From an optimization exercise on the open Yosys and OpenROAD flow, aimed at small area, a short achievable clock period and few clock cycles per item; shortcuts taken in it are not production practice. RTL that was checked went through simulation tests only; none was proved equivalent to the original. No activity file was given, so power comes from the tool's default toggle rates.

==> flow/design.v <==
module magma_enc(
    input  clk,
    input  rst,
    input  start,
    input  [255:0] key,
    input  [63:0] block_in,
    output ready,
    output reg valid,
    output [31:0] data,
    output [31:0] data_out
);
localparam [511:0] SB0 = 512'h1f307d8e9b5a264cf0db74e1c5a93286069c471edaf2853bb9e35a076f4d128cc24be390d618a5f70e34187bac296fd573ad0b4fc19652e82bc96af43850de71;
localparam [511:0] SB1 = 512'hc1f307d8e9b5a2646f0db74e1c5a9328b069c471edaf2853cb9e35a076f4d1287c24be390d618a5f50e34187bac296fd873ad0b4fc19652e12bc96af43850de7;
localparam [511:0] SB4 = 512'h264c1f307d8e9b5a3286f0db74e1c5a9853b069c471edaf2128cb9e35a076f4da5f7c24be390d6186fd50e34187bac2952e873ad0b4fc196de712bc96af43850;
localparam [511:0] SB5 = 512'ha264c1f307d8e9b593286f0db74e1c5a2853b069c471edafd128cb9e35a076f48a5f7c24be390d6196fd50e34187bac2652e873ad0b4fc190de712bc96af4385;
reg [31:0] kr0, kr1, kr2, kr3, kr4, kr5, kr6, kr7;
reg [31:0] rk;
reg [31:0] a1, a0;
reg [4:0]  cnt;
reg        busy;
assign ready = !busy;
assign data_out = a0;
assign data     = a1;
wire [7:0]  gen, prop;
wire [31:0] t0, t1;
genvar n;
generate
    for (n = 0; n < 8; n = n + 1) begin : nib
        wire [3:0] x = a0[4*n+3:4*n];
        wire [3:0] k = rk[4*n+3:4*n];
        wire [3:0] gg = x & k;
        wire [3:0] tt = x | k;
        wire [3:0] pp = x ^ k;
        wire [3:0] v;
        assign v[0] = pp[0];
        assign v[1] = pp[1] ^ gg[0];
        assign v[2] = pp[2];
        assign v[3] = pp[3] ^ gg[2];
        wire lc = gg[1] | tt[1] & x[0] & k[0];
        assign gen[n]  = gg[3] | tt[3] & gg[2] | tt[3] & tt[2] & gg[1] | tt[3] & tt[2] & tt[1] & gg[0];
        assign prop[n] = gg[3] | tt[3] & gg[2] | tt[3] & tt[2] & gg[1] | tt[3] & tt[2] & tt[1] & tt[0];
        wire [63:0] r0 = SB0[64*(7-n) +: 64];
        wire [63:0] r1 = SB1[64*(7-n) +: 64];
        wire [63:0] r4 = SB4[64*(7-n) +: 64];
        wire [63:0] r5 = SB5[64*(7-n) +: 64];
        assign t0[4*n+3:4*n] = lc ? r4[4*v +: 4] : r0[4*v +: 4];
        assign t1[4*n+3:4*n] = lc ? r5[4*v +: 4] : r1[4*v +: 4];
    end
endgenerate
wire [7:0] cin;
assign cin[0] = 1'b0;
generate
    for (n = 1; n < 8; n = n + 1) begin : cy
        wire [n-1:0] term;
        genvar j;
        for (j = 0; j < n; j = j + 1) begin : tm
            if (j == n - 1) begin : last
                assign term[j] = gen[j];
            end else begin : mid
                assign term[j] = gen[j] & (&prop[n-1:j+1]);
            end
        end
        assign cin[n] = |term;
    end
endgenerate
wire [31:0] a1r = {a1[10:0], a1[31:11]};
wire [31:0] blr = {block_in[10:0], block_in[31:11]};
wire [31:0] v0 = busy ? (a1r ^ t0) : blr;
wire [31:0] v1 = busy ? (a1r ^ t1) : blr;
wire [31:0] sbx;
generate
    for (n = 0; n < 8; n = n + 1) begin : sel
        assign sbx[4*n+3:4*n] = cin[n] ? v1[4*n+3:4*n] : v0[4*n+3:4*n];
    end
endgenerate
wire [31:0] a0_next = {sbx[20:0], sbx[31:21]};
wire [4:0] cnt_n = busy ? cnt + 5'd1 : 5'd0;
reg  [4:0] rksel;
always @(posedge clk) begin
    rksel[4] <= cnt_n < 5'd23;
    rksel[3] <= cnt_n >= 5'd23 && cnt_n[1:0] == 2'd3;    
    rksel[2] <= cnt_n >= 5'd23 && cnt_n[1:0] == 2'd0;    
    rksel[1] <= cnt_n >= 5'd23 && cnt_n[1:0] == 2'd1;    
    rksel[0] <= cnt_n >= 5'd23 && cnt_n[1:0] == 2'd2;    
end
wire [31:0] rk_next = kr1 & {32{rksel[4]}} | kr0 & {32{rksel[3]}} | kr6 & {32{rksel[2]}}
                    | kr4 & {32{rksel[1]}} | kr2 & {32{rksel[0]}};
always @(posedge clk) begin
    if (!busy) begin
        kr0 <= key[255:224];
        kr1 <= key[223:192];
        kr2 <= key[191:160];
        kr3 <= key[159:128];
        kr4 <= key[127:96];
        kr5 <= key[95:64];
        kr6 <= key[63:32];
        kr7 <= key[31:0];
        rk  <= key[255:224];
        a1  <= block_in[63:32];
        cnt <= 5'd0;
    end else begin
        kr0 <= kr1;
        kr1 <= kr2;
        kr2 <= kr3;
        kr3 <= kr4;
        kr4 <= kr5;
        kr5 <= kr6;
        kr6 <= kr7;
        kr7 <= kr0;
        rk  <= rk_next;
        a1  <= a0;
        cnt <= cnt + 5'd1;
    end
end
always @(posedge clk) begin
    a0 <= a0_next;
end
always @(posedge clk) begin
    if (rst) begin
        busy  <= 1'b0;
        valid <= 1'b0;
    end else begin
        valid <= busy && (cnt == 5'd31);
        if (!busy)
            busy <= start;
        else if (cnt == 5'd31)
            busy <= 1'b0;
    end
end
endmodule
==> flow/config.mk <==
export PLATFORM = sky130hd
export DESIGN_NAME = magma_enc
export DESIGN_NICKNAME = magma_enc
export VERILOG_FILES = /design/flow/design.v
export SDC_FILE = /design/flow/constraint.sdc
export NUM_CORES = 4
export LEC_CHECK = 0
export ABC_AREA = 1
export CAP_MARGIN = 20
export CORE_MARGIN = 2
export CORE_UTILIZATION = 55
export CTS_CLUSTER_DIAMETER = 100
export CTS_CLUSTER_SIZE = 24
export PLACE_DENSITY = 0.7
export SETUP_SLACK_MARGIN = 3.65
export SLEW_MARGIN = 20
==> flow/constraint.sdc <==
create_clock -name core_clock -period 6.0 [get_ports {clk}]
set_input_delay 1.2000 -clock core_clock [delete_from_list [all_inputs] [get_ports {clk}]]
set_output_delay 1.2000 -clock core_clock [all_outputs]
set_load 0.01 [all_outputs]
standard.sh (not shown) runs the stock make flow with config.mk's settings and CLKGATE_MAP_FILE= SYNTH_SCRIPT=/design/flow/synth_recipe.tcl, a recipe that flattens the netlist after the stock synthesis.
==> flow/flow/run.sh <==
#!/bin/bash
cp standard.sh standard_sh.txt
export BUFFER_PORTS_ARGS="-buffer_cell sky130_fd_sc_hd__buf_1"
bash standard.sh > standard.log 2>&1
Edit:
==> flow/design.v (replaced) <==
module magma_enc(
    input  clk,
    input  rst,
    input  start,
    input  [255:0] key,
    input  [63:0] block_in,
    output ready,
    output reg valid,
    output [31:0] data,
    output [31:0] data_out
);
localparam [511:0] SB0 = 512'h1f307d8e9b5a264cf0db74e1c5a93286069c471edaf2853bb9e35a076f4d128cc24be390d618a5f70e34187bac296fd573ad0b4fc19652e82bc96af43850de71;
localparam [511:0] SB1 = 512'hc1f307d8e9b5a2646f0db74e1c5a9328b069c471edaf2853cb9e35a076f4d1287c24be390d618a5f50e34187bac296fd873ad0b4fc19652e12bc96af43850de7;
reg [31:0] kr0, kr1, kr2, kr3, kr4, kr5, kr6, kr7;
reg [31:0] rk;
reg [31:0] a1, a0;
reg [4:0]  cnt;
reg        busy;
assign ready = !busy;
assign data_out = a0;
assign data     = a1;
wire [7:0]  gen, prop;
wire [31:0] t0, t1;
genvar n;
generate
    for (n = 0; n < 8; n = n + 1) begin : nib
        wire [3:0] x = a0[4*n+3:4*n];
        wire [3:0] k = rk[4*n+3:4*n];
        wire [3:0] gg = x & k;
        wire [3:0] tt = x | k;
        wire [3:0] pp = x ^ k;
        wire [3:0] s;
        assign s[0]  = pp[0];
        assign s[1]  = pp[1] ^ gg[0];
        assign s[2]  = pp[2] ^ (gg[1] | tt[1] & x[0] & k[0]);
        assign s[3]  = pp[3] ^ (gg[2] | tt[2] & x[1] & k[1] | tt[2] & tt[1] & x[0] & k[0]);
        assign gen[n]  = gg[3] | tt[3] & gg[2] | tt[3] & tt[2] & gg[1] | tt[3] & tt[2] & tt[1] & gg[0];
        assign prop[n] = gg[3] | tt[3] & gg[2] | tt[3] & tt[2] & gg[1] | tt[3] & tt[2] & tt[1] & tt[0];
        wire [63:0] row  = SB0[64*(7-n) +: 64];
        wire [63:0] row1 = SB1[64*(7-n) +: 64];
        assign t0[4*n+3:4*n] = row[4*s +: 4];
        assign t1[4*n+3:4*n] = row1[4*s +: 4];
    end
endgenerate
wire [7:0] cin;
assign cin[0] = 1'b0;
generate
    for (n = 1; n < 8; n = n + 1) begin : cy
        wire [n-1:0] term;
        genvar j;
        for (j = 0; j < n; j = j + 1) begin : tm
            if (j == n - 1) begin : last
                assign term[j] = gen[j];
            end else begin : mid
                assign term[j] = gen[j] & (&prop[n-1:j+1]);
            end
        end
        assign cin[n] = |term;
    end
endgenerate
wire [31:0] a1r = {a1[10:0], a1[31:11]};
wire [31:0] blr = {block_in[10:0], block_in[31:11]};
wire [31:0] v0 = a1r ^ t0;
wire [31:0] v1 = a1r ^ t1;
wire [31:0] sbx;
generate
    for (n = 0; n < 8; n = n + 1) begin : sel
        assign sbx[4*n+3:4*n] = !busy ? blr[4*n+3:4*n] : cin[n] ? v1[4*n+3:4*n] : v0[4*n+3:4*n];
    end
endgenerate
wire [31:0] a0_next = {sbx[20:0], sbx[31:21]};
reg [31:0] rk_next;
always @(*) begin
    if (cnt < 5'd23)
        rk_next = kr1;
    else
        case (cnt[1:0])
            2'd3: rk_next = kr0;    
            2'd0: rk_next = kr6;    
            2'd1: rk_next = kr4;    
            default: rk_next = kr2;  
        endcase
end
always @(posedge clk) begin
    if (!busy) begin
        kr0 <= key[255:224];
        kr1 <= key[223:192];
        kr2 <= key[191:160];
        kr3 <= key[159:128];
        kr4 <= key[127:96];
        kr5 <= key[95:64];
        kr6 <= key[63:32];
        kr7 <= key[31:0];
        rk  <= key[255:224];
        a1  <= block_in[63:32];
        cnt <= 5'd0;
    end else begin
        kr0 <= kr1;
        kr1 <= kr2;
        kr2 <= kr3;
        kr3 <= kr4;
        kr4 <= kr5;
        kr5 <= kr6;
        kr6 <= kr7;
        kr7 <= kr0;
        rk  <= rk_next;
        a1  <= a0;
        cnt <= cnt + 5'd1;
    end
end
always @(posedge clk) begin
    a0 <= a0_next;
end
always @(posedge clk) begin
    if (rst) begin
        busy  <= 1'b0;
        valid <= 1'b0;
    end else begin
        valid <= busy && (cnt == 5'd31);
        if (!busy)
            busy <= start;
        else if (cnt == 5'd31)
            busy <= 1'b0;
    end
end
endmodule
Result: The new run finished clean; power went down by about a fifth; synthesized cell count falls by a few percent; global-route usage shrinks by 0.78 points; register-to-register slack hardly moves; setup slack improves by 0.061 ns; sequential cell count fell by 5; cell area falls by a few percent; non-clock buffer count grows by 4.
Testbench counts after the change, summed over its fixed seeds: cycles 25,344, items 768.
Function not checked in the first run of this note: the RTL went through the layout flow alone.

re-timing with driven ports:
How much do the figures lean on ideal ports? The routed layouts below were timed once more, with nothing changed but the port constraints. Step 1: set_driving_cell puts a clkbuf_16 on clk and a buf_2 on each other input, an assumption about the parent block. Step 2 adds t to the input delays and takes it off the output delays; t is the mean of the earliest and latest rising clock arrival at the registers after step 1. Input paths then give back, and output paths get back, about the clock's delay inside the block. a / b / c = ideal / step 1 / step 2; a / b = the first two.
run	t (ns)	setup slack, ns	worst hold slack (ns)	worst setup path at the end	pins driven straight from the clock port
the first run	0.607	3.610 / 3.556 / 3.778	0.415 / 0.415 / 0.415	register to register	1
the second run	0.576	3.671 / 3.621 / 3.768	0.430 / 0.430 / 0.430	register to register	1
After both steps setup and hold are still met in every run listed.
